This is an optimization exercise on Yosys and OpenROAD, whose aim is small area, a short achievable clock period and few clock cycles, not a production implementation. In this exercise RTL edits were held to simulation tests only and were not proved equivalent to the original. No activity file was given, so power comes from the tool's default toggle rates.

===== flow/flow/run.sh =====
#!/bin/bash
# Layout flow: the standard flow, with a faster buffer on each port.
set -o pipefail
export BUFFER_PORTS_ARGS="-buffer_cell sky130_fd_sc_hd__buf_4"
bash standard.sh > standard.log 2>&1

===== flow/standard.sh =====
#!/bin/bash
# synth_recipe.tcl (not shown) runs the flow's synth.tcl, then flattens the netlist and writes it again
# the make line also repeats each setting of config.mk as NAME=value (left out here)
make -C /OpenROAD-flow-scripts/flow DESIGN_CONFIG=/design/flow/config.mk WORK_HOME=/design/flow/orfs CLKGATE_MAP_FILE= SYNTH_SCRIPT=/design/flow/synth_recipe.tcl "${@:-finish}"

===== flow/config.mk =====
export PLATFORM = sky130hd
export DESIGN_NAME = nlp16af
export DESIGN_NICKNAME = nlp16af
export VERILOG_FILES = /design/flow/design.v
export SDC_FILE = /design/flow/constraint.sdc
export NUM_CORES = 8
export LEC_CHECK = 0
export CAP_MARGIN = 60
export CORE_MARGIN = 2
export CORE_UTILIZATION = 40
export CTS_CLUSTER_DIAMETER = 150
export CTS_CLUSTER_SIZE = 25
export PLACE_DENSITY = 0.8
export SLEW_MARGIN = 60
export SYNTH_HIERARCHICAL = 1

===== flow/constraint.sdc =====
create_clock -name core_clock -period 12.0 [get_ports {i_clk}]
set_input_delay 2.4000 -clock core_clock [delete_from_list [all_inputs] [get_ports {i_clk}]]
set_output_delay 2.4000 -clock core_clock [all_outputs]
set_load 0.01 [all_outputs]

===== flow/design.v =====
package common_pkg;
    localparam logic [3:0] ST_F1  = 4'd0;    
    localparam logic [3:0] ST_F2  = 4'd1;    
    localparam logic [3:0] ST_F3  = 4'd2;    
    localparam logic [3:0] ST_R0  = 4'd3;    
    localparam logic [3:0] ST_XS  = 4'd4;    
    localparam logic [3:0] ST_MLS = 4'd5;    
    localparam logic [3:0] ST_MPP = 4'd6;    
    localparam logic [3:0] ST_CM  = 4'd7;    
    localparam logic [3:0] ST_WR0 = 4'd8;    
endpackage
module carry16 (
    input   logic   [15:0]  i_g,
    input   logic   [15:0]  i_p,
    input   logic           i_cin,
    output  logic   [16:0]  o_c          
);
    logic [15:0] g0, p0, g1, p1, g2, p2, g3, p3, g4, p4;
    assign g0 = {i_g[15:1], i_g[0] | (i_p[0] & i_cin)};
    assign p0 = i_p;
    always_comb begin
        for (int i = 0; i < 16; i++) begin
            if (i[0]) begin g1[i] = g0[i] | (p0[i] & g0[i-1]); p1[i] = p0[i] & p0[i-1]; end
            else      begin g1[i] = g0[i]; p1[i] = p0[i]; end
        end
        for (int i = 0; i < 16; i++) begin
            if (i[1]) begin g2[i] = g1[i] | (p1[i] & g1[{i[3:2], 2'b01}]); p2[i] = p1[i] & p1[{i[3:2], 2'b01}]; end
            else      begin g2[i] = g1[i]; p2[i] = p1[i]; end
        end
        for (int i = 0; i < 16; i++) begin
            if (i[2]) begin g3[i] = g2[i] | (p2[i] & g2[{i[3], 3'b011}]); p3[i] = p2[i] & p2[{i[3], 3'b011}]; end
            else      begin g3[i] = g2[i]; p3[i] = p2[i]; end
        end
        for (int i = 0; i < 16; i++) begin
            if (i[3]) begin g4[i] = g3[i] | (p3[i] & g3[7]); p4[i] = p3[i] & p3[7]; end
            else      begin g4[i] = g3[i]; p4[i] = p3[i]; end
        end
    end
    assign o_c = {g4, i_cin};
endmodule
module ALU (
    input   logic   [15:0]  i_a,
    input   logic   [15:0]  i_b,
    input   logic   [3:0]   i_t,         
    input   logic           i_bpos,      
    input   logic           i_bneg,      
    input   logic           i_cin,       
    input   logic           i_arith,     
    input   logic           i_subdec,    
    input   logic           i_logic,     
    input   logic           i_left,      
    input   logic           i_right,     
    input   logic           i_rol,       
    input   logic           i_msb,       
    input   logic           i_ror,       
    input   logic           i_zero,      
    output  logic   [15:0]  o_res,
    output  logic           o_c,
    output  logic           o_s,
    output  logic           o_z
);
    logic [15:0] bx, lu, g, sh, nsum, k;
    logic [16:0] c;
    always_comb begin
        for (int i = 0; i < 16; i++) begin
            bx[i] = i_b[i] ? i_bpos : i_bneg;
            lu[i] = i_t[{i_a[i], i_b[i]}];
        end
    end
    assign g = i_a & bx;
    assign k = i_a | bx;
    carry16 cy (.i_g(g), .i_p(k), .i_cin(i_cin), .o_c(c));
    assign sh   = ({16{i_left}}  & {i_a[14:0], i_rol & i_a[15]})
                | ({16{i_right}} & {(i_msb & i_a[15]) | (i_ror & i_a[0]), i_a[15:1]});
    assign nsum = lu | sh;
    assign o_res = (nsum & {16{~i_zero}}) ^ ({16{i_arith & ~i_zero}} & c[15:0]);
    logic zero16, z_arith;
    assign zero16  = (lu[0] == i_cin) && (lu[15:1] == k[14:0]);
    assign z_arith = ~zero16 | (k[15] ^ i_subdec);
    assign o_z = i_arith ? z_arith : (i_logic | (|nsum));
    assign o_c = i_logic | (i_arith & (c[16] ^ i_subdec));
    assign o_s = ~o_res[15];
endmodule
module regsel (
    input   logic   [3:0]   i_f,
    input   logic           i_mem_ok,
    output  logic   [14:0]  o_sel
);
    always_comb begin
        for (int i = 0; i < 15; i++) o_sel[i] = (i_f == i[3:0]);
        o_sel[11] = o_sel[11] & i_mem_ok;
    end
endmodule
module inc16 (
    input   logic   [15:0]  i_a,
    output  logic   [15:0]  o_s
);
    logic [16:0] c;
    assign c[0] = 1'b1;
    always_comb begin
        for (int i = 0; i < 16; i++) c[i+1] = c[i] & i_a[i];
    end
    assign o_s = i_a ^ c[15:0];
endmodule
module incdec16 (
    input   logic   [15:0]  i_a,
    input   logic           i_dec,
    output  logic   [15:0]  o_s
);
    logic [16:0] c;
    assign c[0] = 1'b1;
    always_comb begin
        for (int i = 0; i < 16; i++) c[i+1] = c[i] & (i_a[i] ^ i_dec);
    end
    assign o_s = i_a ^ c[15:0];
endmodule
module rport_p (
    input   logic   [14:0]  i_sel,
    input   logic   [15:0]  i_ir1,
    input   logic   [7:0]   i_ir2,
    input   logic   [15:0]  i_iv,
    input   logic   [15:0]  i_ir3,
    input   logic   [3:0]   i_flag,
    input   logic   [15:0]  i_a, i_b, i_c, i_d, i_e, i_f,
    input   logic   [15:0]  i_mem,
    input   logic   [15:0]  i_adr,
    input   logic   [15:0]  i_ip,
    input   logic   [15:0]  i_sp,
    output  logic   [15:0]  o_n0, o_n1, o_n2, o_n3
);
    assign o_n0 = ~(({16{i_sel[0]}}  & i_ir1)
                  | ({16{i_sel[1]}}  & {8'h00, i_ir2})
                  | ({16{i_sel[2]}}  & i_iv)
                  | ({16{i_sel[3]}}  & i_ir3));
    assign o_n1 = ~(({16{i_sel[4]}}  & {12'h000, i_flag})
                  | ({16{i_sel[5]}}  & i_a)
                  | ({16{i_sel[6]}}  & i_b)
                  | ({16{i_sel[7]}}  & i_c));
    assign o_n2 = ~(({16{i_sel[8]}}  & i_d)
                  | ({16{i_sel[9]}}  & i_e)
                  | ({16{i_sel[10]}} & i_f)
                  | ({16{i_sel[11]}} & i_mem));
    assign o_n3 = ~(({16{i_sel[12]}} & i_adr)
                  | ({16{i_sel[13]}} & i_ip)
                  | ({16{i_sel[14]}} & i_sp));
endmodule
module rport_f (
    input   logic   [15:0]  i_n0, i_n1, i_n2, i_n3,
    output  logic   [15:0]  o_data
);
    assign o_data = ~(i_n0 & i_n1 & i_n2 & i_n3);
endmodule
import common_pkg::*;
module nlp16af(
    input   logic           i_clk,
    input   logic           i_rst_n,
    output  logic           o_wr,
    output  logic           o_rd,
    input   logic   [15:0]  i_bus,
    output  logic   [15:0]  o_bus,
    output  logic   [15:0]  o_address
);
    logic           rst;
    assign rst = ~i_rst_n;
    logic   [3:0]   state, nstate;
    logic           xq, nxq;             
    logic           nxt, nnxt;           
    logic           ejd;                 
    logic           cmx, ncmx;           
    logic   [3:0]   nfa, nfb;            
    logic   [14:0]  sel_a, sel_b;        
    logic   [14:0]  nsel_a, nsel_b;
    logic           rd_q, nrd;           
    logic           wr_q, nwr;           
    logic           wrc_q, nwrc;         
    logic   [2:0]   asel, nasel;         
    logic           s_f1, s_f2, s_f3, s_r0, s_xs, s_mls, s_mpp, s_cm, s_wr0;
    assign s_f1  = state == ST_F1;
    assign s_f2  = state == ST_F2;
    assign s_f3  = state == ST_F3;
    assign s_r0  = state == ST_R0;
    assign s_xs  = state == ST_XS;
    assign s_mls = state == ST_MLS;
    assign s_mpp = state == ST_MPP;
    assign s_cm  = state == ST_CM;
    assign s_wr0 = state == ST_WR0;
    logic   [15:0]  ir1;                 
    logic   [7:0]   ir2f;                
    logic   [7:0]   ir2;                 
    logic   [15:0]  ir3, iv, r_a, r_b, r_c, r_d, r_e, r_f, adr, ip, sp;
    logic           fc, fs, fz;          
    logic   [15:0]  mdr;                 
    logic   [3:0]   e_ra1;               
    logic           e_ld;                
    function automatic logic cond_ok(input logic [3:0] cf, input logic c, input logic s, input logic z);
        logic t;
        begin
            case (cf[3:1])
                3'd4:    t = c;
                3'd6:    t = z;
                3'd7:    t = s;
                default: t = 1'b0;
            endcase
            cond_ok = t ^ cf[0];
        end
    endfunction
    logic   [3:0]   opc, ra1;
    logic           is_ld, is_st, is_ldst, is_call, is_pop, is_push, is_alu, ra1_mem, ra1_ip, cnd;
    logic   [5:0]   aluop;
    assign opc     = ir1[15:12];
    assign ra1     = ir1[3:0];
    assign is_ld   = opc == 4'h8;
    assign is_st   = opc == 4'h9;
    assign is_ldst = is_ld | is_st;
    assign is_call = opc == 4'hB;
    assign is_pop  = opc == 4'hC;
    assign is_push = opc == 4'hD;
    assign is_alu  = ~(is_ldst | is_call | is_pop | is_push);
    assign ra1_mem = ra1 == 4'hB;
    assign ra1_ip  = ra1 == 4'hD;
    assign aluop   = (opc[3:2] == 2'b00) ? ir1[13:8] : {2'b00, ir1[11:8]};
    logic           cc_c, cc_z, cc_s, cc_inv;
    always_ff @(posedge i_clk) begin
        if (s_f1) begin
            cc_c   <= i_bus[7:5] == 3'd4;
            cc_z   <= i_bus[7:5] == 3'd6;
            cc_s   <= i_bus[7:5] == 3'd7;
            cc_inv <= i_bus[4];
        end
    end
    assign cnd     = ((cc_c & fc) | (cc_z & fz) | (cc_s & fs)) ^ cc_inv;
    logic           is_mov;
    always_comb begin
        case (aluop)
            6'h0A, 6'h09, 6'h1B, 6'h18, 6'h06, 6'h12, 6'h14, 6'h16,
            6'h20, 6'h24, 6'h22, 6'h30, 6'h34, 6'h32: is_mov = 1'b0;
            default:                                 is_mov = 1'b1;
        endcase
    end
    logic           ej;
    assign ej = s_f3 & cnd & is_alu & ra1_ip & is_mov & (ir2f[7:4] == 4'h3);
    logic           b_push, b_pop, b_skip;
    assign b_push = i_bus[15:12] == 4'hD;
    assign b_pop  = i_bus[15:12] == 4'hC;
    assign b_skip = ~xq & ~cond_ok(i_bus[7:4], fc, fs, fz);
    logic           im16_bus, memsrc_bus, memsrc_reg, eof, memsrc;
    logic   [3:0]   w2a, w2b;
    assign im16_bus   = i_bus[15:12] == 4'h3 || i_bus[11:8] == 4'h3;
    assign memsrc_bus = i_bus[15:12] == 4'hB || i_bus[11:8] == 4'hB;
    assign memsrc_reg = ir2f[7:4] == 4'hB || ir2f[3:0] == 4'hB;
    assign eof        = (s_f2 & ~im16_bus) | s_f3;    
    assign memsrc     = s_f2 ? memsrc_bus : memsrc_reg;
    assign w2a        = s_f2 ? i_bus[15:12] : ir2f[7:4];
    assign w2b        = s_f2 ? i_bus[11:8]  : ir2f[3:0];
    logic           x_ra1, x_adr, squash, st_xs;
    assign x_ra1  = xq & ~is_ldst & ~ra1_mem & ~ejd;   
    assign x_adr  = xq & is_ldst;                      
    assign squash = s_f1 & xq & ~is_ldst & ra1_ip & ~ejd;    
    assign st_xs  = is_st & (ra1 == 4'h0 || ra1_ip);   
    localparam logic [2:0] A_IP = 3'b001, A_ADR = 3'b010, A_SP = 3'b100, A_0 = 3'b000;
    always_comb begin
        nstate = ST_F1;
        nxq    = 1'b0;
        ncmx   = 1'b0;
        nnxt   = 1'b0;
        nfa    = ir2f[7:4];
        nfb    = ir2f[3:0];
        case (state)
            ST_F1:          nfa = (xq & is_ldst) ? ra1 : i_bus[3:0];
            ST_F2, ST_F3: begin
                nfa = is_call ? ra1 : w2a;
                nfb = (is_call & is_mov & ~ra1_mem) ? w2a : w2b;
            end
            ST_XS:          nfa = is_ldst ? ra1 : 4'h0;
            ST_MLS:         nfa = ra1;
            default: ;
        endcase
        case (state)
            ST_F1: begin
                if (xq & ~is_ldst & ra1_ip & ~ejd) begin
                    nstate = ST_F1;
                end else if (xq & is_ldst) begin
                    nstate = ST_MLS; nnxt = 1'b1;
                end else if ((b_push | b_pop) & b_skip) begin
                    nstate = ST_F1;
                end else if (b_push | b_pop) begin
                    nstate = ST_MPP;
                end else begin
                    nstate = ST_F2;
                end
            end
            ST_F2, ST_F3: begin
                if (s_f2 & im16_bus)              nstate = ST_F3;
                else if (!cnd)                    nstate = ST_F1;
                else if (is_call) begin
                    nstate = ST_CM;
                    if (is_mov & ~ra1_mem & (w2a != 4'hB)) begin
                        ncmx = 1'b1; nxq = 1'b1;
                    end
                end
                else if (memsrc & ~(is_alu & ra1_mem)) nstate = ST_R0;
                else begin
                    nstate = (st_xs | (is_alu & ra1_mem)) ? ST_XS : ST_F1;
                    nxq = 1'b1;
                end
            end
            ST_R0: begin
                nstate = st_xs ? ST_XS : ST_F1;
                nxq = 1'b1;
            end
            ST_CM: begin
                if (cmx)                          nstate = ST_F1;
                else if (memsrc_reg & ~ra1_mem)   nstate = ST_R0;
                else begin
                    nstate = ra1_mem ? ST_XS : ST_F1;
                    nxq = 1'b1;
                end
            end
            ST_XS:                                nstate = is_ldst ? ST_MLS : ST_WR0;
            ST_MLS: begin
                if (nxt & (is_push | is_pop) & cnd) nstate = ST_MPP;
                else                              nstate = (nxt & ~(is_push | is_pop)) ? ST_F2 : ST_F1;
            end
            default:                              nstate = ST_F1;
        endcase
        nrd  = 1'b0;
        nwr  = 1'b0;
        nwrc = 1'b0;
        case (nstate)
            ST_F1, ST_F2, ST_F3, ST_R0: nrd = 1'b1;
            ST_WR0, ST_CM:              nwr = 1'b1;
            ST_MLS: begin                
                nrd = is_ld & ~ra1_mem;
                nwr = ~(is_ld & ~ra1_mem);
            end
            ST_MPP: begin
                nwrc = 1'b1;
                if (s_f1) begin          
                    nrd = b_pop & (i_bus[3:0] != 4'hB);
                    nwr = b_push | (i_bus[3:0] == 4'hB);
                end else begin           
                    nrd = is_pop & ~ra1_mem;
                    nwr = is_push | ra1_mem;
                end
            end
            default: ;
        endcase
        case (nstate)
            ST_F1, ST_F2, ST_F3:    nasel = A_IP;
            ST_MLS:                 nasel = A_ADR;
            ST_MPP, ST_CM:          nasel = A_SP;
            default:                nasel = A_0;
        endcase
    end
    always_ff @(posedge i_clk) begin
        if (rst) begin
            state <= ST_F1;
            xq    <= 1'b0;
            rd_q  <= 1'b1;
            wr_q  <= 1'b0;
            wrc_q <= 1'b0;
            asel  <= A_IP;
        end else begin
            state <= nstate;
            xq    <= nxq;
            rd_q  <= nrd;
            wr_q  <= nwr;
            wrc_q <= nwrc;
            asel  <= nasel;
        end
    end
    always_ff @(posedge i_clk) begin
        nxt   <= nnxt;
        ejd   <= ej;
        cmx   <= ncmx;
        sel_a <= nsel_a;
        sel_b <= nsel_b;
    end
    logic   [15:0]  a, b;
    regsel rsa (.i_f(nfa), .i_mem_ok(s_r0), .o_sel(nsel_a));
    regsel rsb (.i_f(nfb), .i_mem_ok(s_r0), .o_sel(nsel_b));
    logic   [15:0]  pa0, pa1, pa2, pa3, a_bus;
    rport_p rpa (.i_sel(sel_a), .i_ir1(ir1), .i_ir2(ir2), .i_iv(iv), .i_ir3(ir3), .i_flag({fc, fs, 1'b0, fz}),
                .i_a(r_a), .i_b(r_b), .i_c(r_c), .i_d(r_d), .i_e(r_e), .i_f(r_f),
                .i_mem(mdr), .i_adr(adr), .i_ip(ip), .i_sp(sp), .o_n0(pa0), .o_n1(pa1), .o_n2(pa2), .o_n3(pa3));
    rport_f rfa (.i_n0(pa0), .i_n1(pa1), .i_n2(pa2), .i_n3(pa3), .o_data(a));
    rport_f rfo (.i_n0(pa0), .i_n1(pa1), .i_n2(pa2), .i_n3(pa3), .o_data(a_bus));
    logic   [15:0]  pb0, pb1, pb2, pb3;
    rport_p rpb (.i_sel(sel_b), .i_ir1(ir1), .i_ir2(ir2), .i_iv(iv), .i_ir3(ir3), .i_flag({fc, fs, 1'b0, fz}),
                .i_a(r_a), .i_b(r_b), .i_c(r_c), .i_d(r_d), .i_e(r_e), .i_f(r_f),
                .i_mem(mdr), .i_adr(adr), .i_ip(ip), .i_sp(sp), .o_n0(pb0), .o_n1(pb1), .o_n2(pb2), .o_n3(pb3));
    rport_f rfb (.i_n0(pb0), .i_n1(pb1), .i_n2(pb2), .i_n3(pb3), .o_data(b));
    logic   [3:0]   t, nt;
    logic           bpos, bneg, cin, arith, subdec, lgc, left, right, rol, sar, ror;
    logic           nbpos, nbneg, ncin, narith, nsubdec, nlgc, nleft, nright, nrol, nsar, nror;
    always_comb begin
        nt = 4'b0000; nbpos = 0; nbneg = 0; ncin = 0; narith = 0; nsubdec = 0; nlgc = 0;
        nleft = 0; nright = 0; nrol = 0; nsar = 0; nror = 0;
        if (nxq) begin
            case (aluop)
                6'h0A: begin nt = 4'b0110; nbpos = 1; narith = 1; end                                
                6'h09: begin nt = 4'b1001; nbneg = 1; ncin = 1; narith = 1; nsubdec = 1; end         
                6'h1B: begin nt = 4'b1100; ncin = 1; narith = 1; end                                 
                6'h18: begin nt = 4'b0011; nbpos = 1; nbneg = 1; narith = 1; nsubdec = 1; end        
                6'h06: begin nt = 4'b1000; nlgc = 1; end                                             
                6'h12: begin nt = 4'b1110; nlgc = 1; end                                             
                6'h14: begin nt = 4'b0011; nlgc = 1; end                                             
                6'h16: begin nt = 4'b0110; nlgc = 1; end                                             
                6'h20, 6'h24: nleft = 1;                                                             
                6'h22: begin nleft = 1; nrol = 1; end                                                
                6'h30: nright = 1;                                                                   
                6'h34: begin nright = 1; nsar = 1; end                                               
                6'h32: begin nright = 1; nror = 1; end                                               
                default: nt = ncmx ? 4'b1010 : 4'b1100;                                              
            endcase
        end
    end
    always_ff @(posedge i_clk) begin
        {t, bpos, bneg, cin, arith, subdec, lgc, left, right, rol, sar, ror} <=
            {nt, nbpos, nbneg, ncin, narith, nsubdec, nlgc, nleft, nright, nrol, nsar, nror};
    end
    logic   [15:0]  res;
    logic           c_o, s_o, z_o;
    ALU alu (
        .i_a(a), .i_b(b), .i_t(t), .i_bpos(bpos), .i_bneg(bneg), .i_cin(cin), .i_arith(arith),
        .i_subdec(subdec), .i_logic(lgc), .i_left(left), .i_right(right), .i_rol(rol),
        .i_msb(sar), .i_ror(ror), .i_zero(rst),
        .o_res(res), .o_c(c_o), .o_s(s_o), .o_z(z_o)
    );
    logic   ld_mls, pop_ok;
    assign ld_mls = s_mls & e_ld & (e_ra1 != 4'hB);
    assign pop_ok = s_mpp & is_pop & cnd;
    assign o_rd   = rd_q;
    assign o_wr   = wr_q & (~wrc_q | cnd);
    assign o_bus  = a_bus;
    assign o_address = ({16{asel[0]}} & ip) | ({16{asel[1]}} & adr) | ({16{asel[2]}} & sp);
    logic           ldsel, bsel;
    logic   [15:0]  wd;
    assign ldsel = ld_mls | (pop_ok & ~ra1_mem);
    assign bsel  = (ldsel | s_f2 | s_f3) & ~rst;
    assign wd    = res | (i_bus & {16{bsel}});       
    logic   [3:0]   wdest;
    logic           wen;
    assign wdest = x_adr ? 4'hC : (s_mls ? e_ra1 : ra1);
    assign wen   = x_ra1 | x_adr | ldsel;
    logic   [15:0]  we;
    always_comb begin
        we = 16'h0000;
        if (wen) we[wdest] = 1'b1;
    end
    logic           flag_we, sp_dec, sp_inc, ir1_res;
    assign flag_we = xq & ~is_ldst;
    assign ir1_res = s_xs & ~is_ldst;                  
    assign sp_dec  = (s_f1 & b_push & ~(b_skip) & ~squash & ~(xq & is_ldst)) | (s_mls & nxt & is_push & cnd)
                   | (eof & cnd & is_call);
    assign sp_inc  = s_mpp & ((is_pop & cnd) | (is_push & ~cnd));
    logic   [15:0]  ip_inc, sp_pm;
    inc16    ipi (.i_a(ip), .o_s(ip_inc));
    incdec16 spi (.i_a(sp), .i_dec(~s_mpp), .o_s(sp_pm));    
    always_ff @(posedge i_clk) begin
        mdr <= i_bus;
        if (s_f1 | ir1_res)                     ir1  <= s_f1 ? i_bus : res;
        if (s_f2)                               ir2f <= i_bus[15:8];
        if (rst | we[1] | s_f2)                 ir2  <= wd[7:0];
        if (rst | we[2])                        iv   <= wd;
        if (rst | we[3] | s_f3)                 ir3  <= wd;
        if (rst | we[5])                        r_a  <= wd;
        if (rst | we[6])                        r_b  <= wd;
        if (rst | we[7])                        r_c  <= wd;
        if (rst | we[8])                        r_d  <= wd;
        if (rst | we[9])                        r_e  <= wd;
        if (rst | we[10])                       r_f  <= wd;
        if (rst | we[12])                       adr  <= wd;
        if (rst | we[13] | s_f1 | s_f2 | s_f3)  ip   <= (rst | we[13] | ej) ? wd : ip_inc;
        if (rst | sp_dec | sp_inc)              sp   <= rst ? 16'hEFFF : sp_pm;
        if (rst | flag_we)                      {fc, fs, fz} <= rst ? 3'b000 : {c_o, s_o, z_o};
        if (x_adr)                              {e_ra1, e_ld} <= {ra1, is_ld};
    end
endmodule

==> run notes, run 1 <==
* Sw frac at a little under half
* Seq. cell area at 0.00813 mm²
* Post-Syn Instances at between 1000 and 1500
* Vias in the first global route at about 13000
* Type of origin of the critical path: flip-flop
* Post-CTS Setup Bufs at 0
* Grt total ovfl at 0
* Final hold viol count at 0
* Max VDD drop at between 150 and 200 µV
* Top FF cell, synth: edfxtp_1
* Synth area leader: edfxtp_1
* Syn Area/Cell at 11.6 µm²
* Reg clk slew, reported paths at 0.10 ns
* Crit path capture type: primary output
* Maximum clock path buffer count at 3
* ANT nets after route at 0
* Fillers at roughly 3500
* Clock sink count at approximately 300
* Starting Density at between 40% and 50%
* Critical Path RT at roughly 9.6 ns
* Hold-fix buffers at CTS at 0
* Drc violations at 0
* Kind of critical path: reg -> out
* Initial DRC Count at approximately 3400
* Commonest non-fill, non-tap cells in the layout: edfxtp_1, nand2_1, a222oi_1
* Switching power total at 2.06 mW
* Ratio of cells with drive above 1 in the final layout at 17.5%
* YS warnings at 12
* Distinct cells, synth at 96
* Io pins at 52
* CTS buffer count at 15
* GP Congestion at roughly 0.95
* Most area-consuming cells after synthesis: edfxtp_1, dfxtp_1, a222oi_1
* Placed insts at approximately 1900
* Mux cell area share after synthesis at between 5 and 6%
* Total wire length at just under 60000 µm
* Register area share after synthesis at 49.7%
* Power per cell area at around 250 mW/mm²
* CTS tree: done
* Post-Synth Adder-Cell Area at approximately 1.5%
* Synth-to-Final Area Change at 8.54%
* Register share of total power at roughly two fifths
* Nets@finish at 1460
* Commonest non-fill, non-tap cell in the layout: edfxtp_1
* Setup Total Neg Slack at 0 ns
* DP HPWL at a little under 40000 µm
* Crit path time final at around 5 ns
* Met1 track demand over resource at 33.0%
* Global-route wire length before repair at about 85000 µm
* Final setup violation count at 0
* Slew HR at a little under three fifths
* DR vias at ~14000
* XOR/XNOR Fraction of Synth Area at under 10%
* Most Crowded Layer GR: met2
* Largest family of logic cells by synthesized area: compound AO/OA/AOI/OAI gates
* Worst Tran Pin Value at between 0.6 and 0.7 ns
* Setup WS pre-CTS at around 7.6 ns
* Avg Vias per Cell at around 7.2
* Per-cell routed wire length at between 30 and 40 µm
* Multi-input logic area at roughly 0.0076 mm²
* Layout Skew at ~0.016 ns
* GRT Total Usage at a little over a quarter
* Leakage at 6.49 nW
* Global routing usage on met2 at 41.0%
* Hold crit path type: reg -> reg
* Non-filler cells, final at slightly below 2000
* Pin count of the biggest net entering global routing at 37
* CTS H-tree depth at 1
* Post-synthesis compound-gate area fraction at a little over a fifth
* EDFF count, synth at 220
* Internal at roughly 2.4 mW
* CP max FO at 6
* Status: complete, no violations
* Cts repair resizes at 0
* Worst setup margin at roughly 7 ns
* FP Rows at 73
* Final Util at between 40 and 50%
* Maxcap violations at 0
* Final Slew Violations at 0
* Post-Syn Area at between 0.015 and 0.02 mm²
* Seq cells post-synth at slightly below 300
* DRT Pass-1 Iters at 12
* Clock power share at approximately 12%
* Reg2Reg Depth at 16
* Die width at 206 µm
* FFs w/ async S/R, synth at 0%
* Max Freq at 0.205 GHz
* RSZ-0062 raised after global routing: false
* Final Cycle Share at slightly above 40%
* Synth Area in Simple Gates at 15.2%
* Gate power share at 47.6%
* Die ar. at ~0.042 mm²
* Pwr Total at approximately 4.5 mW
* CTS root buf: clkbuf_16
* WP data arrival at 2.48 ns
* Worst hold path cell count at 2
* Initial antenna violation count at 1
* Synth top area share at around 41%
* Worst-skew pair later-pin latency at 0.51 ns
* Core region area at roughly 0.040 mm²
* GR Util met3 at a little under a tenth
* I/O Buffers at between 50 and 60
* Die height at 206 µm
-- flip-flops by register name (all words and copies together), names as in the netlist, 3 cells and up --
name,count
sel_a,15
sp,16
e_ra1,4
ir2,8
r_b,16
r_c,16
state,4
mdr,16
iv,16
r_d,16
ir1,16
ip,16
t,4
r_e,16
r_a,16
asel,3
sel_b,15
r_f,16
adr,16
ir3,16
ir2f,8
-- power groups by stage --
stage	clock (mW)	combinational (mW)	sequential [mW]
floorplan	0	1.39	1.54
global placement	0	1.94	1.77
detailed placement	0	2.00	1.79
CTS	0.555	2.01	1.77
global route	0.590	2.24	1.79
finish	0.555	2.13	1.79
-- kinds of logic (layout without fill, tap and decap cells) --
logic type,count (synthesis),after routing
and+or+nand+nor,455,455
AOI/OAI and AO/OA,390,390
DFF,294,294
buffers and inverters,144,165
muxes,59,59
xor gates and xnor gates,45,45
adders and majority gates,20,20
other,1,3
-- metal layers --
| metal | up-vias | part of all wire [%] | wire [µm] |
|---|---|---|---|
| met1 | 6570 | 33 | 19700 |
| met5 | - | 0.014 | 8 |
| li1 | 5737 | - | - |
| met2 | 1303 | 43 | 25000 |
| met4 | 2 | 7.9 | 4660 |
| met3 | 395 | 16 | 9400 |
-- synth_stat cells, drive strengths merged (6+ instances only) --
cell type	instances
nor4	11
mux2	20
a21oi	27
o311ai	6
o31ai	12
or3	6
a31oi	6
nand2b	34
o21ai	24
and2	9
a21boi	8
nor3b	11
inv	51
o22a	11
nor2b	12
buf	50
nand4b	10
nor3	30
xnor2	35
xor2	10
ha	20
a22o	60
a211oi	9
a221oi	68
or4	7
mux4	16
a21o	27
nor2	79
clkbuf	42
mux2i	23
nand3	23
nand4	60
edfxtp	220
dfxtp	74
nand2	123
a222oi	89
and3	8
-- layout make-up --
cell class	instances	area share, %
flip-flops and latches	294	46.0
multi-input cells	971	43.1
well taps	525	3.72
repair buffers	88	3.68
clock buffers	24	2.32
inverters	52	1.11
clock inverters	1	0.0496
diodes	1	0.0142
-- Yosys stat by module, one instance, submodules excluded --
module	flip-flops and latches	cell area [µm²]	times used	cells inside
ALU	0	1510	1	206
nlp16af	294	11100	1	753
regsel	0	114	2	22
rport_f	0	100	3	16
rport_p	0	1090	2	113
carry16	0	309	1	54
incdec16	0	455	1	61
inc16	0	188	1	16
-- metrics by stage --
| stage | cell area [µm²] | hold WS, ns |
|---|---|---|
| after floorplan | 16300 | 0.560 |
| after global placement | 17000 | 0.671 |
| after detailed placement | 17200 | 0.701 |
| after CTS | 17600 | 0.731 |
| after global routing | 17700 | 0.741 |
| final | 17700 | 0.714 |
-- critical path, cell delays in order, from the launching register on --
cell	delay, ns
edfxtp_1	0.49
a222oi_1	0.52
buf_1	0.19
xor2_2	0.41
a21boi_0	0.19
buf_4	0.17
-- final timing paths --
kind,endpoint,start,slack (ns)
setup / recovery,o_wr,fc,7.12
hold / removal,lgc,ir1[11],0.71
setup reg to reg,ip[15],sel_b[8],7.40
hold reg to reg,lgc,ir1[11],0.71
Testbench counts, summed over its fixed seeds: cycles 83,608.
==> inputs of run 2 (changes only) <==
==> flow/flow/run.sh (replaced) <==
#!/bin/bash
# Layout flow: the standard flow, with a faster buffer on each port and timing repair
# aiming at a 4.3 ns period.
set -o pipefail
export BUFFER_PORTS_ARGS="-buffer_cell sky130_fd_sc_hd__buf_4"
export SETUP_SLACK_MARGIN=7.7
bash standard.sh > standard.log 2>&1
--- a/flow/config.mk
+++ b/flow/config.mk
@@ -11,5 +11,4 @@
 export CTS_CLUSTER_DIAMETER = 150
 export CTS_CLUSTER_SIZE = 25
-export PLACE_DENSITY = 0.8
 export SLEW_MARGIN = 60
 export SYNTH_HIERARCHICAL = 1
==> run 2 against run 1 <==
Largest power group unchanged. Largest cell class unchanged. Global-route usage rose by 2.6 points. Synthesized area stayed put. Still clean on timing, DRC and antenna. Via count up 0.84%.
==> run notes, run 2 <==
* Slew HR at 55.4%
* Io pins at 52
* Grt total ovfl at 0
* FFs w/ async S/R, synth at 0%
* Maxcap violations at 0
* Total wire length at 64100 µm
* Initial antenna violation count at 1
* CP delay by family, top: compound AO/OA/AOI/OAI gates
* Register area share after synthesis at between 40% and 50%
* GP Congestion at between 0.9 and 1
* CTS root buf: clkbuf_16
* WP data arrival at approximately 2.2 ns
* Hold crit path type: reg -> reg
* DR vias at 14125
* Die width at approximately 210 µm
* Final hold viol count at 0
* Drc violations at 0
* Avg Vias per Cell at roughly 7
* Power per cell area at approximately 260 mW/mm²
* Post-Syn Area at ~0.016 mm²
* Top FF cell, synth: edfxtp_1
* DRT Pass-1 Iters at 9
* Clock sink count at ~300
* Die ar. at 0.0423 mm²
* Hold-fix buffers at CTS at 0
* Worst path bufs/invs at 2
* Leakage at 7.14 nW
* GRT Total Usage at between 20% and 30%
* Syn Area/Cell at between 10 and 15 µm²
* DP HPWL at approximately 41000 µm
* Starting Density at between 40% and 50%
* Die height at 206 µm
* CP max FO at 5
* Initial DRC Count at ~2400
* Synth-to-Final Area Change at 16.2%
* Non-filler cells, final at between 2000 and 2500
* Vias in the first global route at between 10000 and 15000
* FP Rows at 73
* Reg clk slew, reported paths at about 0.1 ns
* RSZ-0062 raised after global routing: true
* YS warnings at 12
* Core region area at around 0.04 mm²
* Most frequent cell after synthesis: edfxtp_1
* Post-Syn Instances at between 1000 and 1500
* Final Slew Violations at 0
* Layout Skew at 0.0187 ns
* Synth area leader: edfxtp_1
* Distinct cells, synth at 96
* Fillers at 3592
* CTS H-tree depth at 1
* Setup Total Neg Slack at 0 ns
* Max Freq at roughly 0.22 GHz
* CP max stage delay at ~0.5 ns
* Pwr Total at about 5 mW
* Most area-consuming cells after synthesis: edfxtp_1, dfxtp_1, a222oi_1
* Commonest non-fill, non-tap cells in the layout: edfxtp_1, buf_4, nand2_1
* Commonest non-fill, non-tap cell in the layout: edfxtp_1
* Final Cycle Share at 38.0%
* Critical Path RT at 9.60 ns
* Status: complete, no violations
* Crit path time final at about 4.6 ns
* Crit path cell chain: buf_8 > a222oi_1 > nand4_1 > buf_4
* Crit path capture type: primary output
* Worst-skew pair later-pin latency at around 0.51 ns
* Kind of critical path: reg -> out
* Slowest cell on crit path: a222oi_1
* EDFF count, synth at 220
* Nets@finish at roughly 1600
* Per-cell routed wire length at a little over 30 µm
* Final setup violation count at 0
* Max VDD drop at 124 µV
* Synth top area share at about two fifths
* Worst Tran Pin Value at 0.669 ns
* Hold_ws at 0.743 ns
* Global-route wire length before repair at 90100 µm
* Ratio of cells with drive above 1 in the final layout at roughly a quarter
* Seq cells post-synth at around 290
* CTS tree: done
* Pin count of the biggest net entering global routing at 37
* Post-synth top cells: edfxtp_1, nand2_1, a222oi_1, nor2_1, dfxtp_1
* Worst setup margin at about 7.4 ns
* Type of origin of the critical path: flip-flop
* Placed insts at 1936
* I/O Buffers at between 50 and 60
* Setup WS pre-CTS at 7.46 ns
* Maximum clock path buffer count at 3
* ANT nets after route at 0
* CTS buffer count at 15
==> run 2: cell counts after synthesis <==
No cell type changed its count.
==> run 2: area by class of cell <==
cell class / instances / area [µm²] / share of cell area, %
inverter: 52 / 195 / 1.03
multi-input combinational: 971 / 7790 / 41.2
sequential: 294 / 8160 / 43.1
tap: 525 / 657 / 3.47
clock inverter: 1 / 8.76 / 0.0463
antenna: 1 / 2.50 / 0.0132
clock buffer: 24 / 409 / 2.16
timing repair buffer: 206 / 1680 / 8.91
==> run 2: per-stage QoR <==
stage                     util (%)  area [µm²]
after floorplan                  -       16300
after global placement        42.7       17100
after detailed placement      43.2       17300
after CTS                     46.2       18400
after global routing          47.4       18900
final                         47.4       18900
==> run 2: worst reg2reg max path: cells and delay by family, from the launching register on <==
family	cells	cell delay (ns)
xor gates and xnor gates	1	0.18
adders and majority gates	14	3.14
DFF	1	0.50
muxes	1	0.27
==> run 2: cells by family (layout without fill, tap and decap cells) <==
group | after synthesis | in the layout | synth area share [%]
simple gates | 455 | 455 | 15.2
compound gates | 390 | 390 | 21.2
flops | 294 | 294 | 49.7
buf+inv | 144 | 283 | 4.57
mux | 59 | 59 | 5.34
xor+xnor | 45 | 45 | 2.42
fa+ha+maj | 20 | 20 | 1.54
other cells | 1 | 3 | 0.0230
==> run 2: modules after synthesis, one instance, submodules excluded <==
module / flip-flops and latches / copies in the design / cells
nlp16af: 294 / 1 / 753
regsel: 0 / 2 / 22
carry16: 0 / 1 / 54
inc16: 0 / 1 / 16
rport_p: 0 / 2 / 113
rport_f: 0 / 3 / 16
incdec16: 0 / 1 / 61
ALU: 0 / 1 / 206
==> run 2: worst paths after layout <==
check | slack [ns] | depth (start not counted) | startpoint | end
worst min register to register | 0.74 | 1 | ir1[2] | e_ra1[2]
worst max-delay path | 7.44 | 4 | sel_a[12] | o_bus[15]
worst max register to register | 7.68 | 16 | ip[0] | ip[15]
worst min-delay path | 0.74 | 1 | ir1[2] | e_ra1[2]
==> run 2: power by group <==
part / total [mW] / switching (mW) / internal, mW
Clock: 0.564 / 0.325 / 0.239
Combinational: 2.64 / 1.59 / 1.05
Sequential: 1.70 / 0.301 / 1.40
Total: 4.90 / 2.22 / 2.68
==> run 2: what timing repair did <==
item / in CTS / in global routing
resized for setup: 40 / 30
setup buffers: 78 / 33
pin swaps: 35 / 39
endpoints found under the setup margin: 36 / 60
==> run 2: per-layer routing <==
layer	part of all wire (%)	global-route usage, %	vias up
li1	-	-	5986
met1	37	39.1	6942
met2	44	46.0	1007
met3	14	8.57	190
met4	4.3	12.3	0
met5	0	0	-
==> inputs of run 3 (changes only) <==
==> flow/flow/run.sh (replaced) <==
#!/bin/bash
# Layout flow: the standard flow, with a faster buffer on each port and timing repair
# aiming at a 4.0 ns period.
set -o pipefail
export BUFFER_PORTS_ARGS="-buffer_cell sky130_fd_sc_hd__buf_4"
export SETUP_SLACK_MARGIN=8.0
bash standard.sh > standard.log 2>&1
==> run 3 against run 2 <==
Still clean on timing, DRC and antenna. Setup slack improved by 0.025 ns. Total power increased by 1.7%. Via count increased by 2.0%. Flip-flop and latch count unchanged. Global-route usage increased by 0.28 points. Utilization increased by 1.6 points. First-iteration DRC count decreased by 7.4%. Maximum frequency increased by 0.55%. Synthesized area unchanged. Clock skew increased by 0.0049 ns. Non-clock buffer count increased by 20. Clock power about the same. Highest routed layer unchanged.
==> run notes, run 3 <==
* Worst-skew pair later-pin latency at slightly above 0.5 ns
* CTS root buf: clkbuf_16
* Register share of total power at 34.3%
* Reg2Reg Depth at 24
* Post-Syn Area at about 0.016 mm²
* YS warnings at 12
* Ratio of cells with drive above 1 in the final layout at 30.9%
* Pin count of the biggest net entering global routing at 37
* R2R Path End: ip[10]
* Final Slew Violations at 0
* Kind of critical path: reg -> out
* Launch point of the worst reg-to-reg path: sel_a[0]
* FFs w/ async S/R, synth at 0%
* Critical Path RT at about 9.6 ns
* Commonest non-fill, non-tap cells in the layout: edfxtp_1, buf_4, nand2_1
* Most area-consuming cells after synthesis: edfxtp_1, dfxtp_1, a222oi_1
* Die height at a little over 200 µm
* Clock power share at between 10% and 20%
* Worst setup startpoint: sp[14]
* Synth area leader: edfxtp_1
* Global-route wire length before repair at 90500 µm
* Vias in the first global route at around 13000
* Total wire length at between 60000 and 70000 µm
* DRT Pass-1 Iters at 10
* ANT nets after route at 0
* Final setup violation count at 0
* Grt total ovfl at 0
* Initial antenna violation count at 1
* Synth top area share at roughly two fifths
* DR vias at about 14000
* DR WL met3 at roughly 8800 µm
* Highest routed layer: met4
* Commonest non-fill, non-tap cell in the layout: edfxtp_1
* Most frequent cell after synthesis: edfxtp_1
* Switching power total at roughly 2.2 mW
* I/O Buffers at 51
* DP HPWL at around 41000 µm
* Crit path cell chain: a222oi_1 > nand4_1 > buf_4
* Final Util at 49.0%
* Slack of the worst reg-to-reg path at approximately 7.9 ns
* Final hold viol count at 0
* GP Congestion at approximately 0.97
* EDFF count, synth at 220
* Post-synth top cells: edfxtp_1, nand2_1, a222oi_1, nor2_1, dfxtp_1
* Sw frac at between 40% and 50%
* Type of origin of the critical path: flip-flop
* Crit path capture type: primary output
* Starting Density at approximately 41%
* Core region area at roughly 0.04 mm²
* Synth-to-Final Area Change at 20.1%
* CTS buffer count at 15
* Met2 wire length at between 20000 and 30000 µm
* Setup Total Neg Slack at 0 ns
* Gate power share at approximately 54%
* Maxcap violations at 0
* Die ar. at around 0.042 mm²
* CTS tree: done
* Leakage at approximately 7.3 nW
* Hold crit path type: reg -> reg
* Max VDD drop at between 100 and 150 µV
* Worst Tran Pin Value at 0.754 ns
* Initial DRC Count at 2241
* Worst hold path cell count at 1
* Drc violations at 0
* Post-Syn Instances at 1408
* Slew HR at 49.7%
* DRT met1 WL at 24300 µm
* Power per cell area at about 260 mW/mm²
* Syn Area/Cell at roughly 12 µm²
* Top FF cell, synth: edfxtp_1
* Seq cells post-synth at ~290
* Max Freq at approximately 0.22 GHz
* Per-cell routed wire length at between 30 and 40 µm
* Avg Vias per Cell at 6.88
* Internal at roughly 2.7 mW
* CP max FO at 2
* Crit path time final at approximately 4.5 ns
* End of the worst hold path: e_ra1[0]
* Status: complete, no violations
* Die width at approximately 210 µm
* Reg clk slew, reported paths at ~0.1 ns
* WP data arrival at about 2.1 ns
* Layout Skew at 0.0237 ns
* Final Cycle Share at a little under two fifths
* Slowest cell on crit path: edfxtp_1
* Io pins at 52
* FP Rows at 73
* Distinct cells, synth at 96
* Fillers at between 3000 and 4000
* HP Start: ir1[0]
* Maximum clock path buffer count at 3
* Clock sink count at around 290
* Register area share after synthesis at approximately half
* GRT Total Usage at between 30 and 40%
* Nets@finish at 1598
* CP max stage delay at 0.51 ns
* RSZ-0062 raised after global routing: true
* CTS H-tree depth at 1
run 3: modules after synthesis (local to each module, per instance):
module	flip-flops and latches	cells inside
regsel	0	22
rport_p	0	113
ALU	0	206
incdec16	0	61
nlp16af	294	753
carry16	0	54
rport_f	0	16
inc16	0	16
run 3: how the worst max path moves through the flow:
stage | cells after the start | slack, ns | to
after detailed placement | 6 | 7.45 | ip[7]
final | 3 | 7.46 | o_bus[14]
after CTS | 4 | 7.58 | o_bus[14]
after global placement | 5 | 6.88 | ip[0]
after floorplan | 6 | 7.63 | sp[0]
after global routing | 3 | 7.45 | o_bus[14]
run 3: through the flow:
step                      instances  hold slack [ns]  setup slack, ns  instance area [µm²]  total power, mW
after floorplan                1409            0.560             7.63                16300             2.94
after global placement         1919            0.723             6.88                17100             3.80
after detailed placement       1932            0.728             7.45                17300             3.86
after CTS                      2039            0.699             7.58                18600             4.68
after global routing           2093            0.745             7.45                19500             5.16
final                          2095            0.723             7.46                19500             4.98
run 3: cell type report:
cell class	count	area, µm²	area share, %
diodes	2	5.00	0.0256
clock buffers	24	409	2.09
clock inverters	1	8.76	0.0448
inverters	52	199	1.02
multi-input cells	971	8180	41.9
flip-flops and latches	294	8170	41.8
well taps	525	657	3.36
repair buffers	226	1920	9.80
run 3: worst max-delay path, delay by kind of cell (launching register included):
kind | cells | cell delay (ns)
flip-flops | 1 | 0.51
buffers and inverters | 1 | 0.28
AND/OR/NAND/NOR | 1 | 0.40
AO/OA/AOI/OAI | 1 | 0.43
run 3: routing by layer:
layer	vias to the layer above	global-route usage, %
met4	0	15.4
met2	1081	46.6
met5	-	0
met1	7104	38.8
li1	6021	-
met3	206	7.71
run 3: what timing repair did:
action / 4_1_cts / 5_1_grt
hold buffers: 0 / 0
endpoints found under the setup margin: 63 / 149
gates resized for setup: 93 / 109
pin swaps: 48 / 49
setup buffers: 82 / 52
run 3: cells by family after synthesis:
| kind of cell | Yosys count | share of synthesized area [%] |
|---|---|---|
| simple gates | 455 | 15.2 |
| compound gates | 390 | 21.2 |
| flops | 294 | 49.7 |
| buf+inv | 144 | 4.57 |
| mux | 59 | 5.34 |
| xor+xnor | 45 | 2.42 |
| fa+ha+maj | 20 | 1.54 |
| other cells | 1 | 0.0230 |
run 3: power by group through the flow:
stage	sequential [mW]	combinational (mW)	clock, mW
after global routing	1.72	2.85	0.600
after CTS	1.68	2.44	0.564
final	1.71	2.71	0.566
after global placement	1.77	2.03	0
after detailed placement	1.78	2.08	0
after floorplan	1.54	1.40	0
==> inputs of run 4 (changes only) <==
==> flow/flow/run.sh (replaced) <==
#!/bin/bash
# Layout flow: the standard flow, with a faster buffer on each port and timing repair
# aiming at a 4.6 ns period.
set -o pipefail
export BUFFER_PORTS_ARGS="-buffer_cell sky130_fd_sc_hd__buf_4"
export SETUP_SLACK_MARGIN=7.4
bash standard.sh > standard.log 2>&1
--- a/flow/config.mk
+++ b/flow/config.mk
@@ -6,9 +6,9 @@
 export NUM_CORES = 8
 export LEC_CHECK = 0
-export CAP_MARGIN = 60
+export CAP_MARGIN = 40
 export CORE_MARGIN = 2
 export CORE_UTILIZATION = 40
 export CTS_CLUSTER_DIAMETER = 150
 export CTS_CLUSTER_SIZE = 25
-export SLEW_MARGIN = 60
+export SLEW_MARGIN = 40
 export SYNTH_HIERARCHICAL = 1
==> run 4 against run 3 <==
Still clean. Global-route usage is 1.2 points lower. Largest cell class is now sequential cells. Maximum frequency shrank 0.80%. Setup slack worse by 0.037 ns. Sequential power hardly changed.
==> run notes, run 4 <==
* Status: complete, no violations
* Post-synth top cells: edfxtp_1, nand2_1, a222oi_1, nor2_1, dfxtp_1
* Top FF cell, synth: edfxtp_1
* CTS buffer count at 15
* Gate power share at 49.8%
* Core region area at ~0.04 mm²
* Starting Density at 40.8%
* Die width at 206 µm
* Worst path bufs/invs at 1
* Synth Area in Simple Gates at roughly 15%
* Pin count of the biggest net entering global routing at 37
* Syn Area/Cell at approximately 12 µm²
* CTS H-tree depth at 1
* Die ar. at between 0.04 and 0.05 mm²
* Switching power total at 2.11 mW
* WP data arrival at ~2.2 ns
* Final hold viol count at 0
* Final Util at between 40 and 50%
* Most frequent cell after synthesis: edfxtp_1
* Grt total ovfl at 0
* Crit path time final at approximately 4.6 ns
* Initial antenna violation count at 1
* Ratio of cells with drive above 1 in the final layout at between 15 and 20%
* Nets@finish at 1478
* RSZ-0062 raised after global routing: false
* Register area share after synthesis at about half
* CP max stage delay at around 0.48 ns
* Final Cycle Share at 38.1%
* DRT Pass-1 Iters at 10
* Post-Syn Area at around 0.016 mm²
* Drc violations at 0
* Pwr Total at 4.59 mW
* CP max FO at 16
* Max VDD drop at about 170 µV
* Post-synthesis compound-gate area fraction at a little over a fifth
* Worst-skew pair later-pin latency at ~0.53 ns
* Leakage at between 6 and 7 nW
* Setup Total Neg Slack at 0 ns
* Synth-to-Final Area Change at 9.10%
* Type of origin of the critical path: flip-flop
* Register share of total power at between 30% and 40%
* Most area-consuming cells after synthesis: edfxtp_1, dfxtp_1, a222oi_1
* Slew HR at 46.1%
* Final Slew Violations at 0
* GP Congestion at 0.922
* Sw frac at a little under half
* FFs w/ async S/R, synth at 0%
* Critical Path RT at around 9.6 ns
* Total wire length at roughly 62000 µm
* Multi-input logic area at 0.00755 mm²
* Hold crit path type: reg -> reg
* I/O Buffers at 51
* Io pins at 52
* DP HPWL at 40900 µm
* Per-cell routed wire length at approximately 31 µm
* Slack of the worst reg-to-reg path at about 7.6 ns
* GRT Total Usage at between 20 and 30%
* Distinct cells, synth at 96
* Crit path capture type: primary output
* Hold-fix buffers at CTS at 0
* Mux cell area share after synthesis at between 5 and 6%
* YS warnings at 12
* Synth area leader: edfxtp_1
* DR vias at 13675
* Clock sink count at between 200 and 300
* Kind of critical path: reg -> out
* Vias in the first global route at 12647
* EDFF count, synth at 220
* Synth top area share at 40.6%
* Max Freq at around 0.22 GHz
* Clock power share at roughly 12%
* Initial DRC Count at around 2600
* Slowest cell on crit path: dfxtp_4
* Internal at 2.48 mW
* Global-route wire length before repair at roughly 87000 µm
* Maximum clock path buffer count at 3
* ANT nets after route at 0
* Power per cell area at ~260 mW/mm²
* Post-Syn Instances at roughly 1400
* Reg clk slew, reported paths at 0.10 ns
* Post-Synth Adder-Cell Area at under 10%
* Largest family of logic cells by synthesized area: compound AO/OA/AOI/OAI gates
* CTS root buf: clkbuf_16
* Layout Skew at around 0.034 ns
* Die height at 206 µm
* XOR/XNOR Fraction of Synth Area at ~2.4%
* CTS tree: done
* Commonest non-fill, non-tap cell in the layout: edfxtp_1
* Crit path cell chain: a22o_2 > a221oi_1 > nand4_1 > buf_4
* FP Rows at 73
* Seq. cell area at between 0.008 and 0.009 mm²
* Commonest non-fill, non-tap cells in the layout: edfxtp_1, nand2_1, buf_4
* Fillers at around 3600
* Avg Vias per Cell at about 6.9
* Worst Tran Pin Value at approximately 0.81 ns
* Antenna fix cells at 0
* Maxcap violations at 0
* CP delay by family, top: compound AO/OA/AOI/OAI gates
* Final setup violation count at 0
* Seq cells post-synth at about 290
## run 4: worst paths after layout
path,start,end,depth (start not counted)
hold / removal,ir1[13],ror,2
setup reg to reg,ip[0],ip[15],16
setup / recovery,sel_a[8],o_bus[15],4
hold reg to reg,ir1[13],ror,2
## run 4: repair_timing
item	4_1_cts	5_1_grt
endpoints found under the setup margin	3	67
cloned	0	0
buffers inserted	4	22
pin swaps	1	7
gates resized for setup	2	4
## run 4: per-module statistics from Yosys (local to each module, per instance), a selection
| module | area (µm²) | cells inside |
|---|---|---|
| ALU | 1510 | 206 |
| carry16 | 309 | 54 |
| inc16 | 188 | 16 |
| incdec16 | 455 | 61 |
| regsel | 114 | 22 |
| rport_f | 100 | 16 |
| rport_p | 1090 | 113 |
## run 4: layer usage
layer / GRT usage (%) / routed length [µm] / vias up
li1: - / - / 5791
met1: 40.0 / 23800 / 6699
met2: 44.6 / 27200 / 986
met3: 6.24 / 8220 / 199
met4: 10.1 / 2630 / 0
met5: 0 / 0 / -
## run 4: logic make-up after synthesis
group,Yosys count
AO/OA/AOI/OAI,390
XOR/XNOR,45
adder cells (fa/ha/maj),20
buffers and inverters,144
flip-flops,294
multiplexers,59
other,1
AND/OR/NAND/NOR,455
## run 4: worst register-to-register path: stages (launching register included)
cell      delay (ns)
edfxtp_1        0.51
ha_1            0.25
ha_1            0.21
ha_1            0.22
ha_1            0.22
ha_1            0.23
ha_1            0.22
ha_1            0.26
ha_1            0.23
ha_1            0.21
ha_1            0.23
ha_1            0.26
ha_1            0.23
ha_1            0.23
ha_1            0.23
xor2_1          0.17
mux2_2          0.27
## run 4: area by class of cell
| type | instances | share of cell area (%) |
|---|---|---|
| flip-flops and latches | 294 | 45.7 |
| multi-input cells | 971 | 42.5 |
| repair buffers | 106 | 4.55 |
| well taps | 525 | 3.70 |
| clock buffers | 24 | 2.30 |
| inverters | 52 | 1.10 |
| clock inverters | 2 | 0.0987 |
## run 4: per-stage QoR
step	setup WS (ns)	instance area [µm²]	hold WS, ns	cells
4_1_cts	7.41	17600	0.755	1951
3_5_place_dp	7.21	17100	0.720	1921
2_1_floorplan	7.55	16300	0.560	1409
3_3_place_gp	6.85	17000	0.712	1920
6_report	7.43	17800	0.753	1974
5_1_grt	7.40	17800	0.766	1974
## run 4: power by group through the flow
stage	clock network [mW]	registers [mW]	logic, mW
final	0.571	1.73	2.29
after global routing	0.606	1.74	2.42
after CTS	0.577	1.74	2.09
after detailed placement	0	1.78	2.05
after global placement	0	1.76	2.04
after floorplan	0	1.54	1.39
==> inputs of run 5 (changes only) <==
--- a/flow/config.mk
+++ b/flow/config.mk
@@ -10,5 +10,5 @@
 export CORE_UTILIZATION = 40
 export CTS_CLUSTER_DIAMETER = 150
-export CTS_CLUSTER_SIZE = 25
+export CTS_CLUSTER_SIZE = 28
 export SLEW_MARGIN = 40
 export SYNTH_HIERARCHICAL = 1
==> run 5 against run 4 <==
Critical path depth is 1 lower. Final cell count down 0.25%. Utilization is 0.069 points lower. Still clean. Combinational power barely moved. Synthesized cell count is the same. Sequential share of layout area grew 0.071 points. Via count shrank 0.31%. Design area fell by 0.15%. Setup slack gained 0.020 ns. Non-clock buffer count is 3 lower. Clock power about the same. Synthesized area unchanged.
==> run notes, run 5 <==
* Post-Synth Adder-Cell Area at approximately 1.5%
* R2R Path End: ip[15]
* Commonest non-fill, non-tap cell in the layout: edfxtp_1
* YS warnings at 12
* Global routing usage on met2 at 44.4%
* Pwr Total at around 4.6 mW
* Max VDD drop at ~170 µV
* Total wire length at roughly 60000 µm
* Most area-consuming cells after synthesis: edfxtp_1, dfxtp_1, a222oi_1
* Reg clk slew, reported paths at approximately 0.10 ns
* Type of origin of the critical path: flip-flop
* Maxcap violations at 0
* CP Capture Point: o_bus[8]
* Slack of the worst reg-to-reg path at roughly 7.6 ns
* CTS buffer count at 14
* Per-cell routed wire length at 31.4 µm
* CP max FO at 16
* Pin count of the biggest net entering global routing at 37
* Maximum clock path buffer count at 3
* Leakage at about 6.6 nW
* Syn Area/Cell at 11.6 µm²
* Post-synth top cells: edfxtp_1, nand2_1, a222oi_1, nor2_1, dfxtp_1
* Synth top area share at between 40% and 50%
* Io pins at 52
* Worst Tran Pin Value at roughly 0.81 ns
* Mux cell area share after synthesis at roughly 5.3%
* Commonest non-fill, non-tap cells in the layout: edfxtp_1, nand2_1, buf_4
* Launch point of the worst reg-to-reg path: ip[0]
* Global-route wire length before repair at 87200 µm
* DP HPWL at approximately 41000 µm
* Largest family of logic cells by synthesized area: compound AO/OA/AOI/OAI gates
* Hold-fix buffers at CTS at 0
* Post-route cell area at 0.0177 mm²
* Final hold viol count at 0
* Avg Vias per Cell at 6.92
* Layout Skew at about 0.024 ns
* Antenna fix cells at 0
* Critical Path RT at 9.60 ns
* Synth-to-Final Area Change at 8.94%
* Drc violations at 0
* Seq cells post-synth at between 200 and 300
* FP Rows at 73
* CTS root buf: clkbuf_16
* Post-Syn Area at around 0.016 mm²
* Final setup violation count at 0
* Crit path time final at 4.55 ns
* Worst setup startpoint: sel_a[12]
* Distinct cells, synth at 96
* Register area share after synthesis at between 40% and 50%
* Post-synthesis compound-gate area fraction at a little over a fifth
* Status: complete, no violations
* Hold crit path type: reg -> reg
* Met1 track demand over resource at between 40 and 50%
* Ratio of cells with drive above 1 in the final layout at ~17%
* GP Congestion at just over 0.9
* Final Cycle Share at a little under two fifths
* Worst-skew pair later-pin latency at 0.53 ns
* Starting Density at between 40 and 50%
* FFs w/ async S/R, synth at 0%
* GR Util met3 at under 10%
* Synth area leader: edfxtp_1
* ANT nets after route at 0
* Reg2Reg Depth at 16
* CTS tree: done
* Final Slew Violations at 0
* RSZ-0062 raised after global routing: true
* Grt total ovfl at 0
* Initial DRC Count at 2418
* Top FF cell, synth: edfxtp_1
* CTS H-tree depth at 1
* Synth Area in Simple Gates at between 15 and 20%
* Die ar. at between 0.04 and 0.05 mm²
* Die width at 206 µm
* Nets@finish at 1474
* Die height at roughly 210 µm
* Clock sink count at 294
* Power per cell area at 258 mW/mm²
* DR vias at between 10000 and 15000
* Placed inst area at 0.0171 mm²
* Setup Total Neg Slack at 0 ns
* Kind of critical path: reg -> out
* Crit path capture type: primary output
* XOR/XNOR Fraction of Synth Area at 2.42%
* WP data arrival at roughly 2.2 ns
* GRT Total Usage at 28.8%
* EDFF count, synth at 220
* Most Crowded Layer GR: met2
* Initial antenna violation count at 1
* Core region area at roughly 0.040 mm²
* Most frequent cell after synthesis: edfxtp_1
* DRT Pass-1 Iters at 13
* Post-Syn Instances at roughly 1400
* HP Start: ir1[3]
* Max Freq at ~0.22 GHz
* Slew HR at around 46%
* Vias in the first global route at around 13000
* I/O Buffers at between 50 and 60
run 5: worst max-delay path, cell delays in order, from the launching register on:
cell and delay (ns):
dfxtp_2 0.51, a222oi_1 0.56, nand4_1 0.31, buf_4 0.24
run 5: where the power goes:
| group | leakage (nW) | total (mW) | switching, mW | internal [mW] |
|---|---|---|---|---|
| Clock | 0.202 | 0.571 | 0.331 | 0.240 |
| Combinational | 3.52 | 2.27 | 1.42 | 0.842 |
| Sequential | 2.85 | 1.74 | 0.347 | 1.39 |
run 5: per-stage QoR:
stage / hold WS [ns] / util, % / setup WS, ns / std cells
after floorplan: 0.560 / - / 7.55 / 1409
after global placement: 0.712 / 42.7 / 6.85 / 1920
after detailed placement: 0.720 / 42.8 / 7.21 / 1921
after CTS: 0.750 / 44.0 / 7.44 / 1950
after global routing: 0.760 / 44.4 / 7.35 / 1969
final: 0.739 / 44.4 / 7.45 / 1969
run 5: how the worst min path moves through the flow:
stage / end / depth (start not counted)
floorplan: e_ra1[1] / 0
global placement: ip[3] / 2
detailed placement: ip[4] / 2
CTS: ip[4] / 2
global route: e_ra1[3] / 1
finish: e_ra1[3] / 1
run 5: final cells by class:
cell class	instances	area [µm²]
fill	3637	22200
sequential	294	8120
multi-input combinational	971	7550
timing repair buffer	103	785
tap	525	657
clock buffer	23	405
inverter	52	195
clock inverter	1	16.3
run 5: kinds of logic after synthesis:
logic type                 after synthesis
and+or+nand+nor                        455
xor gates and xnor gates                45
adders and majority gates               20
other                                    1
AOI/OAI and AO/OA                      390
muxes                                   59
buffers and inverters                  144
DFF                                    294
run 5: repair_timing:
| item | 4_1_cts | 5_1_grt |
|---|---|---|
| setup buffers | 5 | 18 |
| resized for setup | 2 | 4 |
| pin swaps | 1 | 6 |
| setup endpoints to repair | 4 | 63 |
run 5: layer usage:
metal | share of wire (%) | up-vias
li1 | - | 5784
met1 | 38 | 6642
met2 | 44 | 1028
met3 | 14 | 178
met4 | 4.0 | 0
met5 | 0 | -
run 5: modules after synthesis (local to each module, per instance):
module | flops+latches | cells | copies in the design
ALU | 0 | 206 | 1
carry16 | 0 | 54 | 1
inc16 | 0 | 16 | 1
incdec16 | 0 | 61 | 1
nlp16af | 294 | 753 | 1
regsel | 0 | 22 | 2
rport_f | 0 | 16 | 3
rport_p | 0 | 113 | 2
==> inputs of run 6 (changes only) <==
--- a/flow/config.mk
+++ b/flow/config.mk
@@ -6,9 +6,9 @@
 export NUM_CORES = 8
 export LEC_CHECK = 0
-export CAP_MARGIN = 40
+export CAP_MARGIN = 60
 export CORE_MARGIN = 2
 export CORE_UTILIZATION = 40
 export CTS_CLUSTER_DIAMETER = 150
-export CTS_CLUSTER_SIZE = 28
-export SLEW_MARGIN = 40
+export CTS_CLUSTER_SIZE = 25
+export SLEW_MARGIN = 60
 export SYNTH_HIERARCHICAL = 1
==> run 6 against run 5 <==
Still clean. Setup slack got worse by 0.027 ns. Clock skew down 0.0017 ns. Non-clock buffer count increased by 10. Final cell count rose by 0.56%. Highest routed layer unchanged.
==> run notes, run 6 <==
* FP Rows at 73
* Grt total ovfl at 0
* FFs w/ async S/R, synth at 0%
* Reg clk slew, reported paths at approximately 0.1 ns
* CP delay by family, top: compound AO/OA/AOI/OAI gates
* Worst path bufs/invs at 1
* Slew HR at 55.9%
* Crit path capture type: primary output
* Setup Total Neg Slack at 0 ns
* Top FF cell, synth: edfxtp_1
* Critical Path RT at between 9 and 10 ns
* Seq cells post-synth at a little under 300
* Distinct cells, synth at between 90 and 100
* Worst-skew pair later-pin latency at 0.51 ns
* Clock power share at roughly 12%
* Per-cell routed wire length at approximately 31 µm
* Hold crit path type: reg -> reg
* Final Util at 44.6%
* Syn Area/Cell at roughly 12 µm²
* Final setup violation count at 0
* Setup WS pre-CTS at around 7.4 ns
* Pwr Total at between 4 and 5 mW
* Crit path cell chain: a222oi_1 > nand4_1 > buf_4
* Slowest cell on crit path: a222oi_1
* Most frequent cell after synthesis: edfxtp_1
* Vias in the first global route at about 13000
* Commonest non-fill, non-tap cell in the layout: edfxtp_1
* Sw frac at approximately 46%
* Gate power share at 49.9%
* Worst setup margin at about 7.4 ns
* Total wire length at around 60000 µm
* CTS H-tree depth at 1
* Die width at between 200 and 250 µm
* Io pins at 52
* Nets@finish at roughly 1500
* Antenna fix cells at 0
* Ratio of cells with drive above 1 in the final layout at between 10% and 20%
* CTS buffer count at 15
* Max VDD drop at about 170 µV
* Layout Skew at ~0.022 ns
* Power per cell area at about 260 mW/mm²
* Internal at about 2.5 mW
* Final Slew Violations at 0
* Multi-input logic area at 0.00760 mm²
* CTS tree: done
* CP max stage delay at roughly 0.57 ns
* Drc violations at 0
* Clock sink count at roughly 290
* CTS root buf: clkbuf_16
* Global-route wire length before repair at roughly 87000 µm
* Worst Tran Pin Value at 0.662 ns
* WP data arrival at 2.18 ns
* Commonest non-fill, non-tap cells in the layout: edfxtp_1, nand2_1, buf_4
* Max Freq at roughly 0.22 GHz
* Final Cycle Share at a little under two fifths
* Placed insts at between 1500 and 2000
* I/O Buffers at 51
* Fillers at ~3700
* Maximum clock path buffer count at 3
* Final hold viol count at 0
* Hold_ws at between 0.7 and 0.8 ns
* Seq. cell area at between 0.008 and 0.009 mm²
* Post-Syn Area at around 0.016 mm²
* CP max FO at 16
* Synth area leader: edfxtp_1
* GP Congestion at about 0.92
* Maxcap violations at 0
* DR vias at between 10000 and 15000
* Initial antenna violation count at 1
* DP HPWL at ~41000 µm
* Register share of total power at 37.9%
* Type of origin of the critical path: flip-flop
* Post-synth top cells: edfxtp_1, nand2_1, a222oi_1, nor2_1, dfxtp_1
* Crit path time final at ~4.6 ns
* Register area share after synthesis at approximately half
* Initial DRC Count at around 2500
* Kind of critical path: reg -> out
* Status: complete, no violations
* Post-Syn Instances at about 1400
* EDFF count, synth at 220
* Avg Vias per Cell at 6.88
* Switching power total at between 2 and 2.5 mW
* Die height at slightly above 200 µm
* Starting Density at approximately two fifths
* Placed inst area at approximately 0.017 mm²
* Non-filler cells, final at 1980
* YS warnings at 12
* ANT nets after route at 0
* Synth top area share at around 40%
* Most area-consuming cells after synthesis: edfxtp_1, dfxtp_1, a222oi_1
* Pin count of the biggest net entering global routing at 37
* Core region area at between 0.03 and 0.04 mm²
* RSZ-0062 raised after global routing: false
* DRT Pass-1 Iters at 10
* Post-route cell area at 0.0178 mm²
* Die ar. at 0.0423 mm²
* Leakage at between 6 and 7 nW
* Synth-to-Final Area Change at 9.53%
* GRT Total Usage at between 20% and 30%
[run 6: power by group through the flow]
stage / registers (mW) / clock network, mW / logic [mW]
2_1_floorplan: 1.54 / 0 / 1.39
3_3_place_gp: 1.76 / 0 / 2.04
3_5_place_dp: 1.76 / 0 / 2.11
4_1_cts: 1.73 / 0.567 / 2.13
5_1_grt: 1.75 / 0.601 / 2.43
6_report: 1.74 / 0.564 / 2.29
[run 6: what timing repair did]
action	CTS	global route
gates resized for setup	1	2
endpoints found under the setup margin	2	42
setup buffers	3	15
hold buffers	0	0
pin swaps	0	5
[run 6: final cells by class]
cell class / instances / share of cell area, %
multi-input cells: 971 / 42.6
clock buffers: 24 / 2.30
repair buffers: 113 / 4.59
well taps: 525 / 3.69
inverters: 52 / 1.10
clock inverters: 1 / 0.0491
flip-flops and latches: 294 / 45.7
[run 6: layer usage]
layer  GRT usage [%]  wire (µm)  up-vias
met5               0          0        -
met4            11.8       2650        0
met3            6.86       8310      178
met2            43.7      27100      964
met1            39.3      23700     6664
li1                -          -     5807
[run 6: kinds of logic (layout without fill, tap and decap cells)]
logic type	count (synthesis)	after routing	synth area share, %
buffers and inverters	144	190	4.57
AND/OR/NAND/NOR	455	455	15.2
AO/OA/AOI/OAI	390	390	21.2
XOR/XNOR	45	45	2.42
multiplexers	59	59	5.34
other	1	2	0.0230
adder cells (fa/ha/maj)	20	20	1.54
flip-flops	294	294	49.7
[run 6: final timing paths]
path / startpoint / to / slack [ns] / cells past startpoint
worst min-delay path: ir1[3] / e_ra1[3] / 0.75 / 1
worst max-delay path: sel_a[0] / o_bus[8] / 7.42 / 3
worst min register to register: ir1[3] / e_ra1[3] / 0.75 / 1
worst max register to register: ip[0] / ip[15] / 7.61 / 16
[run 6: Yosys stat by module (local to each module, per instance), a selection]
| module | flip-flops and latches | cell area, µm² |
|---|---|---|
| ALU | 0 | 1510 |
| carry16 | 0 | 309 |
| inc16 | 0 | 188 |
| incdec16 | 0 | 455 |
| nlp16af | 294 | 11100 |
| regsel | 0 | 114 |
| rport_f | 0 | 100 |

separate check: timing with driven ports:
Ports are ideal in the flow. The routed layouts listed here were re-timed in OpenROAD. Step 1 sets driving cells, clkbuf_16 on the clock port and buf_2 on the other inputs (assumed; they add their load-dependent delay and slew). Step 2 adds t to the input delays and takes it off the output delays; t is the mean of the earliest and latest rising clock arrival at the registers after step 1. Input paths then give back, and output paths get back, about the clock's delay inside the block. Three values: ideal ports, drivers, drivers and shift; two values: the first two.
run	t, ns	setup WS [ns]	worst setup path after step 2	slew at the worst register clock pin (ns)
run 1	0.550	7.121 / 7.073 / 7.405	register to register	0.10 / 0.10
run 2	0.555	7.437 / 7.383 / 7.401	input to register	0.11 / 0.11
run 3	0.555	7.462 / 7.410 / 7.588	input to register	0.11 / 0.11
run 4	0.562	7.425 / 7.373 / 7.176	input to register	0.10 / 0.10
run 5	0.566	7.445 / 7.397 / 7.126	input to register	0.12 / 0.12
run 6	0.552	7.419 / 7.366 / 7.324	input to register	0.11 / 0.11
After both steps every run listed still meets setup and hold. For run 5, which loses most, drivers alone change the setup slack by -0.048 ns; drivers and shift together by -0.319 ns.
